This is an optimization exercise on Yosys and OpenROAD, whose aim is small area, not a production implementation.
Only simulation tests tie the RTL to the original design; equivalence was not proved.
The flow treats the clock pin as an ideal source, which a real chip does not have.
No activity file was given, so power comes from the tool's default toggle rates.

==> job 9843 <==
## Parking
module Parking(input CLK, Start, car_entered, is_uni_car_entered, car_exited, is_uni_car_exited,
        output [9:0] uni_parked_car, output [9:0] parked_car, output [9:0] uni_vacated_space, output [9:0] vacated_space,
        output uni_is_vacated_space, is_vacated_space, output overflow_uni, overflow, output reg rejected_uni, rejected, output [4:0] hour);
    wire first;
    TimeHandler th(CLK, Start, hour, first);
    reg [8:0] p, u;
    wire [8:0] v, uv;
    assign parked_car = {1'b0, p};
    assign uni_parked_car = {1'b0, u};
    assign vacated_space = {1'b0, v};
    assign uni_vacated_space = {1'b0, uv};
    wire h8    = hour[3] & ~hour[2] & ~hour[1] & ~hour[0];
    wire h13   = hour[3] &  hour[2] & ~hour[1] &  hour[0];
    wire h14   = hour[3] &  hour[2] &  hour[1] & ~hour[0];
    wire h15   = hour[3] &  hour[2] &  hour[1] &  hour[0];
    wire h16   = hour[4] & ~hour[2] & ~hour[1] & ~hour[0];
    wire h8_12 = hour[3] & ~(hour[2] & (hour[1] | hour[0]));
    wire h9_13 = hour[3] & (hour[2] ? ~hour[1] : (hour[1] | hour[0]));
    wire c200 = first ? h9_13 : h8_12;
    wire c250 = first ? h14 : h13;
    wire c300 = first ? h15 : h14;
    wire c350 = first ? h16 : h15;
    reg [8:0] cap, ucap;
    always @* begin
        cap = 9'd500; ucap = 9'd200;
  ...
==> module Parking, before the edit <==
module Parking(input CLK, Start, car_entered, is_uni_car_entered, car_exited, is_uni_car_exited,
        output [9:0] uni_parked_car, output [9:0] parked_car, output [9:0] uni_vacated_space, output [9:0] vacated_space,
        output uni_is_vacated_space, is_vacated_space, output overflow_uni, overflow, output reg rejected_uni, rejected, output [4:0] hour);
    wire first;
    TimeHandler th(CLK, Start, hour, first);
    reg [8:0] p, u;
    wire [8:0] v, uv;
    assign parked_car = {1'b0, p};
    assign uni_parked_car = {1'b0, u};
    assign vacated_space = {1'b0, v};
    assign uni_vacated_space = {1'b0, uv};
    wire h8    = hour[3] & ~hour[2] & ~hour[1] & ~hour[0];
    wire h13   = hour[3] &  hour[2] & ~hour[1] &  hour[0];
    wire h14   = hour[3] &  hour[2] &  hour[1] & ~hour[0];
    wire h15   = hour[3] &  hour[2] &  hour[1] &  hour[0];
    wire h16   = hour[4] & ~hour[2] & ~hour[1] & ~hour[0];
    wire h8_12 = hour[3] & ~(hour[2] & (hour[1] | hour[0]));
    wire h9_13 = hour[3] & (hour[2] ? ~hour[1] : (hour[1] | hour[0]));
    wire c200 = first ? h9_13 : h8_12;
    wire c250 = first ? h14 : h13;
    wire c300 = first ? h15 : h14;
    wire c350 = first ? h16 : h15;
    reg [8:0] cap, ucap;
    always @* begin
        cap = 9'd500; ucap = 9'd200;
        if (c200) begin cap = 9'd200; ucap = 9'd500; end
        if (c250) begin cap = 9'd250; ucap = 9'd450; end
        if (c300) begin cap = 9'd300; ucap = 9'd400; end
        if (c350) begin cap = 9'd350; ucap = 9'd350; end
    end
    wire [9:0] kp, ku;
    assign kp[0] = 1'b1;
    assign ku[0] = 1'b1;
    genvar i;
    generate for (i = 0; i < 9; i = i + 1) begin : sub
        assign v[i] = cap[i] ^ ~p[i] ^ kp[i];
        assign kp[i+1] = (cap[i] & ~p[i]) | (cap[i] & kp[i]) | (~p[i] & kp[i]);
        assign uv[i] = ucap[i] ^ ~u[i] ^ ku[i];
        assign ku[i+1] = (ucap[i] & ~u[i]) | (ucap[i] & ku[i]) | (~u[i] & ku[i]);
    end endgenerate
    assign is_vacated_space = |v;
    assign uni_is_vacated_space = |uv;
    wire ev8 = first & h8;
    wire ev13_15 = first & hour[3] & hour[2] & (hour[1] | hour[0]);
    wire ev16 = first & h16;
    wire ev = ev8 | ev13_15 | ev16;
    reg [8:0] ucap_new;
    always @* begin
        ucap_new = 9'd200;
        if (h13) ucap_new = 9'd450;
        if (h14) ucap_new = 9'd400;
        if (h15) ucap_new = 9'd350;
    end
    wire p_gt200 = p[8] | (p[7] & p[6] & (p[5] | p[4] | (p[3] & (p[2] | p[1] | p[0]))));
    wire p_ge200 = p[8] | (p[7] & p[6] & (p[5] | p[4] | p[3]));
    wire uv_hi = uv[8] | uv[7] | uv[6];
    wire uv_ge50 = uv_hi | (uv[5] & uv[4] & (uv[3] | uv[2] | uv[1]));
    wire uv_gt50 = uv_hi | (uv[5] & uv[4] & (uv[3] | uv[2] | (uv[1] & uv[0])));
    wire uv_ge150 = uv[8] | (uv[7] & (uv[6] | uv[5] | (uv[4] & (uv[3] | (uv[2] & uv[1])))));
    wire uv_gt150 = uv[8] | (uv[7] & (uv[6] | uv[5] | (uv[4] & (uv[3] | (uv[2] & uv[1] & uv[0])))));
    wire cut_p = ev8 & p_ge200;
    wire ovf = ev8 & p_gt200;
    wire cut_u = (ev13_15 & ~uv_gt50) | (ev16 & ~uv_gt150);
    wire ovf_u = (ev13_15 & ~uv_ge50) | (ev16 & ~uv_ge150);
    wire free = ev ? ~cut_p : is_vacated_space;
    wire ufree = ev ? ~cut_u : uni_is_vacated_space;
    wire req_p_in = car_entered & ~is_uni_car_entered;
    wire req_u_in = car_entered & is_uni_car_entered;
    wire req_p_out = ~car_entered & car_exited & ~is_uni_car_exited;
    wire req_u_out = ~car_entered & car_exited & is_uni_car_exited;
    wire p_up = req_p_in & free, p_dn = req_p_out;
    wire u_up = req_u_in & ufree, u_dn = req_u_out;
    wire [8:0] uc = cut_u ? ucap_new : u;
    wire [9:0] cp, cu;
    wire [8:0] p_nxt, u_nxt;
    assign p_nxt[0] = p[0] ^ (p_up | p_dn);
    assign cp[1] = p[0] & (p_up | p_dn);
    assign u_nxt[0] = uc[0] ^ (u_up | u_dn);
    assign cu[1] = uc[0] & (u_up | u_dn);
    generate for (i = 1; i < 9; i = i + 1) begin : cnt
        assign p_nxt[i] = p[i] ^ p_dn ^ cp[i];
        assign cp[i+1] = (p[i] & p_dn) | (p[i] & cp[i]) | (p_dn & cp[i]);
        assign u_nxt[i] = uc[i] ^ u_dn ^ cu[i];
        assign cu[i+1] = (uc[i] & u_dn) | (uc[i] & cu[i]) | (u_dn & cu[i]);
    end endgenerate
    wire p_nz = cp[9], u_nz = cu[9];
    reg ovf_any;
    wire hour_is_8 = hour[3] & ~hour[2];
    assign overflow = ovf_any & hour_is_8;
    assign overflow_uni = ovf_any & ~hour_is_8;
    always @(posedge CLK) begin
        if (Start) begin
            p <= 9'd0;
            u <= 9'd0;
            ovf_any <= 1'b0;
            rejected <= 1'b0;
            rejected_uni <= 1'b0;
        end else begin
            ovf_any <= ovf | ovf_u;
            p <= cut_p ? (req_p_out ? 9'd199 : 9'd200) : (p_dn & ~p_nz) ? 9'd0 : p_nxt;
            u <= (u_dn & ~u_nz) ? 9'd0 : u_nxt;
            if (req_p_in | req_p_out) rejected <= req_p_in ? ~free : ~p_nz;
            if (req_u_in | req_u_out) rejected_uni <= req_u_in ? ~ufree : ~u_nz;
        end
    end
endmodule
Settings: LEC_CHECK=0, CAP_MARGIN=20, CORE_MARGIN=2, CORE_UTILIZATION=70, SLEW_MARGIN=20; clock period 25.0 ns.
standard.sh (not shown) runs the stock make flow with config.mk's settings and CLKGATE_MAP_FILE= SYNTH_SCRIPT=/design/flow/synth_recipe.tcl, a recipe that flattens the netlist after the stock synthesis.
==> flow/flow/run.sh <==
#!/bin/bash
# Own layout flow: the standard flow, with three changes in how the layout is
# made:
#  - the combinational logic of the standard synthesis is re-mapped by ABC for
#    area (flip-flops, their names and cells unchanged; see resynth.tcl). ABC's
#    deepsyn is run with several seeds and the smallest netlist is kept;
#  - port buffers use the smallest buffer cell;
#  - clock tree built from small clock buffers (cts_args), without dummy loads;
#    a clock buffer whose flip-flops would see a slow clock edge is upsized
#    after CTS (cts_post.tcl).
# Each tool's output goes to a log file of its own in the work folder.
set -euo pipefail
W=$(pwd)
F=$W/flow
R=$W/orfs/results/$FLOW_PLATFORM/Parking/base
export BUFFER_PORTS_ARGS="-buffer_cell sky130_fd_sc_hd__buf_1"
if [[ -f $F/cts_args ]]; then export CTS_ARGS="$(cat $F/cts_args)"; fi
export POST_CTS_TCL=$F/cts_post.tcl

bash standard.sh synth > $W/log_1_synth.txt 2>&1
cp $R/1_2_yosys.v $W/synth_standard.v

export RS_LIB=$FLOW_HOME/platforms/$FLOW_PLATFORM/lib/sky130_fd_sc_hd__tt_025C_1v80.lib
export RS_IN=$W/synth_standard.v
regs() { grep -o 'dfxtp_1 [^ ]*' "$1" | sort; }
resynth() {
  local s=$1
  printf 'strash\n&get -n\n&deepsyn -T 90 -S %s\n&put\ndch -f\namap\n' $s > $W/resynth_s$s.abc
  RS_OUT=$W/synth_resynth_s$s.v RS_ABC=$W/resynth_s$s.abc \
    yosys -c $F/resynth.tcl > $W/log_2_resynth_s$s.txt 2>&1 || return 0
}
SEEDS="$(seq 0 15)"
for batch in "0 1 2 3" "4 5 6 7" "8 9 10 11" "12 13 14 15"; do
  for s in $batch; do resynth $s & done
  wait
done
best=""; best_area=""
for s in $SEEDS; do
  f=$W/synth_resynth_s$s.v
  [[ -f $f ]] || continue
  [[ "$(regs $f)" == "$(regs $W/synth_standard.v)" ]] || continue
  a=$(grep "Chip area" $W/log_2_resynth_s$s.txt | tail -1 | awk '{print $NF}')
  [[ -n "$a" ]] || continue
  if [[ -z "$best" ]] || awk "BEGIN{exit !($a < $best_area)}"; then best=$s; best_area=$a; fi
done
if [[ -n "$best" ]]; then
  cp $W/synth_resynth_s$best.v $R/1_2_yosys.v
  rm -f $R/1_synth.odb $R/1_synth.sdc
  echo "using the re-mapped netlist of seed $best, area $best_area" > $W/log_2_resynth.txt
else
  echo "re-mapping failed; using the standard netlist" > $W/log_2_resynth.txt
fi

bash standard.sh > $W/log_3_layout.txt 2>&1
Other scripts of this flow, unchanged in this note and not shown: flow/flow/cts_args, flow/flow/cts_post.tcl, flow/flow/resynth.tcl
==> job 2540: changes against job 9843 <==
==> flow/design.v (replaced) <==
module TimeHandler (input CLK, Start, output reg [4:0] hour, output first);
    reg [9:0] s;
    wire wrap = s[9] & ~s[8] & s[6] & s[4] & s[3] & s[2] & s[1] & s[0];
    assign first = ~|s[7:0];
    wire clr = Start | wrap;
    wire fb = s[0] ^ s[9];
    wire h23 = hour[4] & hour[2] & hour[1] & hour[0];
    always @(posedge CLK) begin
        s <= clr ? 10'd0 : {~s[8:0], fb};
        if (Start | (wrap & h23))
            hour <= 5'd0;
        else if (wrap)
            hour <= hour + 5'd1;
    end
endmodule
module Parking(input CLK, Start, car_entered, is_uni_car_entered, car_exited, is_uni_car_exited,
        output reg [9:0] uni_parked_car, output reg [9:0] parked_car, output [9:0] uni_vacated_space, output [9:0] vacated_space,
        output uni_is_vacated_space, is_vacated_space, output overflow_uni, overflow, output reg rejected_uni, rejected, output [4:0] hour);
    wire first;
    TimeHandler th(CLK, Start, hour, first);
    wire h8    = hour[3] & ~hour[2] & ~hour[1] & ~hour[0];
    wire h13   = hour[3] &  hour[2] & ~hour[1] &  hour[0];
    wire h14   = hour[3] &  hour[2] &  hour[1] & ~hour[0];
    wire h15   = hour[3] &  hour[2] &  hour[1] &  hour[0];
    wire h16   = hour[4] & ~hour[2] & ~hour[1] & ~hour[0];
    wire h8_12 = hour[3] & ~(hour[2] & (hour[1] | hour[0]));
    wire h9_13 = hour[3] & (hour[2] ? ~hour[1] : (hour[1] | hour[0]));
    wire c200 = first ? h9_13 : h8_12;
    wire c250 = first ? h14 : h13;
    wire c300 = first ? h15 : h14;
    wire c350 = first ? h16 : h15;
    reg [9:0] cap, ucap;
    always @* begin
        cap = 10'd500; ucap = 10'd200;
        if (c200) begin cap = 10'd200; ucap = 10'd500; end
        if (c250) begin cap = 10'd250; ucap = 10'd450; end
        if (c300) begin cap = 10'd300; ucap = 10'd400; end
        if (c350) begin cap = 10'd350; ucap = 10'd350; end
    end
    wire [10:0] kp, ku;
    assign kp[0] = 1'b1;
    assign ku[0] = 1'b1;
    genvar i;
    generate for (i = 0; i < 10; i = i + 1) begin : sub
        assign vacated_space[i] = cap[i] ^ ~parked_car[i] ^ kp[i];
        assign kp[i+1] = (cap[i] & ~parked_car[i]) | (cap[i] & kp[i]) | (~parked_car[i] & kp[i]);
        assign uni_vacated_space[i] = ucap[i] ^ ~uni_parked_car[i] ^ ku[i];
        assign ku[i+1] = (ucap[i] & ~uni_parked_car[i]) | (ucap[i] & ku[i]) | (~uni_parked_car[i] & ku[i]);
    end endgenerate
    assign is_vacated_space = |vacated_space;
    assign uni_is_vacated_space = |uni_vacated_space;
    wire ev8 = first & h8;
    wire ev13_15 = first & hour[3] & hour[2] & (hour[1] | hour[0]);
    wire ev16 = first & h16;
    reg [9:0] ucap_new;
    always @* begin
        ucap_new = 10'd200;
        if (h13) ucap_new = 10'd450;
        if (h14) ucap_new = 10'd400;
        if (h15) ucap_new = 10'd350;
    end
    wire [9:0] p = parked_car, uv = uni_vacated_space;
    wire p_gt200 = p[9] | p[8] | (p[7] & p[6] & (p[5] | p[4] | (p[3] & (p[2] | p[1] | p[0]))));
    wire p_ge200 = p[9] | p[8] | (p[7] & p[6] & (p[5] | p[4] | p[3]));
    wire uv_hi = uv[9] | uv[8] | uv[7] | uv[6];
    wire uv_ge50 = uv_hi | (uv[5] & uv[4] & (uv[3] | uv[2] | uv[1]));
    wire uv_gt50 = uv_hi | (uv[5] & uv[4] & (uv[3] | uv[2] | (uv[1] & uv[0])));
    wire uv_ge150 = uv[9] | uv[8] | (uv[7] & (uv[6] | uv[5] | (uv[4] & (uv[3] | (uv[2] & uv[1])))));
    wire uv_gt150 = uv[9] | uv[8] | (uv[7] & (uv[6] | uv[5] | (uv[4] & (uv[3] | (uv[2] & uv[1] & uv[0])))));
    wire cut_p = ev8 & p_ge200;
    wire ovf = ev8 & p_gt200;
    wire cut_u = (ev13_15 & ~uv_gt50) | (ev16 & ~uv_gt150);
    wire ovf_u = (ev13_15 & ~uv_ge50) | (ev16 & ~uv_ge150);
    wire ev = ev8 | ev13_15 | ev16;
    wire free = ev ? ~cut_p : is_vacated_space;
    wire ufree = ev ? ~cut_u : uni_is_vacated_space;
    wire req_p_in = car_entered & ~is_uni_car_entered;
    wire req_u_in = car_entered & is_uni_car_entered;
    wire req_p_out = ~car_entered & car_exited & ~is_uni_car_exited;
    wire req_u_out = ~car_entered & car_exited & is_uni_car_exited;
    wire p_up = req_p_in & free, p_dn = req_p_out;
    wire u_up = req_u_in & ufree, u_dn = req_u_out;
    wire [9:0] pc = parked_car;
    wire [9:0] uc = cut_u ? ucap_new : uni_parked_car;
    wire [10:0] cp, cu;
    wire [9:0] p_nxt, u_nxt;
    assign p_nxt[0] = pc[0] ^ (p_up | p_dn);
    assign cp[1] = pc[0] & (p_up | p_dn);
    assign u_nxt[0] = uc[0] ^ (u_up | u_dn);
    assign cu[1] = uc[0] & (u_up | u_dn);
    generate for (i = 1; i < 10; i = i + 1) begin : cnt
        assign p_nxt[i] = pc[i] ^ p_dn ^ cp[i];
        assign cp[i+1] = (pc[i] & p_dn) | (pc[i] & cp[i]) | (p_dn & cp[i]);
        assign u_nxt[i] = uc[i] ^ u_dn ^ cu[i];
        assign cu[i+1] = (uc[i] & u_dn) | (uc[i] & cu[i]) | (u_dn & cu[i]);
    end endgenerate
    wire p_nz = cp[10], u_nz = cu[10];
    reg ovf_any;
    wire hour_is_8 = hour[3] & ~hour[2];
    assign overflow = ovf_any & hour_is_8;
    assign overflow_uni = ovf_any & ~hour_is_8;
    always @(posedge CLK) begin
        if (Start) begin
            parked_car <= 10'd0;
            uni_parked_car <= 10'd0;
            ovf_any <= 1'b0;
            rejected <= 1'b0;
            rejected_uni <= 1'b0;
        end else begin
            ovf_any <= ovf | ovf_u;
            parked_car <= cut_p ? (req_p_out ? 10'd199 : 10'd200) : (p_dn & ~p_nz) ? 10'd0 : p_nxt;
            uni_parked_car <= (u_dn & ~u_nz) ? 10'd0 : u_nxt;
            if (req_p_in | req_p_out) rejected <= req_p_in ? ~free : ~p_nz;
            if (req_u_in | req_u_out) rejected_uni <= req_u_in ? ~ufree : ~u_nz;
        end
    end
endmodule
--- a/flow/flow/run.sh
+++ b/flow/flow/run.sh
@@ -30,6 +30,6 @@
     yosys -c $F/resynth.tcl > $W/log_2_resynth_s$s.txt 2>&1 || return 0
 }
-SEEDS="$(seq 0 15)"
-for batch in "0 1 2 3" "4 5 6 7" "8 9 10 11" "12 13 14 15"; do
+SEEDS="0 1 2 3 4 5 6 7"
+for batch in "0 1 2 3" "4 5 6 7"; do
   for s in $batch; do resynth $s & done
   wait
==> comparison table <==
| metric | job 2540 | job 9843 |
|---|---|---|
| Result of the run | no timing/DRC/antenna violations | no timing/DRC/antenna violations |
| Worst setup path startpoint | th.s[4] | th.s[6] |
| Hold wc startpoint | th.s[8] | th.s[5] |
| Worst slew margin relative to its limit | 40.01% | 39.80% |
| Sequential power share | 49.9% | 52.8% |
| Count of multi-input gates | 276 | 262 |
| Share of total power in combinational logic | 29.0% | 22.8% |
| Power consumed by combinational cells | 0.0403 mW | 0.0278 mW |
| IO buf count | 56 | 52 |
| Post-route non-filler standard cell count | 471 | 436 |
| Power of the sequential group | 0.0692 mW | 0.0644 mW |
| Data buffer area share | 8.447% | 8.068% |
| Clock Power Share | 21.1% | 24.4% |
| Net switching power figure | 0.04974 mW | 0.04110 mW |
| Via count | 2,944 | 2,705 |
| Post-Synthesis Cells | 364 | 331 |
| Multi-input gate area in the final layout | 1394 um^2 | 1355 um^2 |
| Internal portion of total power | 0.08903 mW | 0.08093 mW |

## what the ideal ports hide
In the flow no input, the clock included, has a driving cell. The finished layouts below were timed again as built, in two steps. Step 1, drivers: a clkbuf_16 drives CLK and a buf_2 each remaining input, both assumed. Step 2 also shifts input and output timing later by t, the mid clock arrival at the registers, as if the neighbouring blocks saw the same clock. Slacks: ideal / step 1 / step 2; pairs: ideal / step 1.
run	t (ns)	setup WS [ns]	worst register clock-pin slew, ns	pins driven straight from the clock port
job 9843	0.361	14.066 / 14.042 / 14.403	0.10 / 0.10	1
job 2540	0.360	13.816 / 13.792 / 14.152	0.11 / 0.11	1
After both steps every run listed still meets setup and hold.
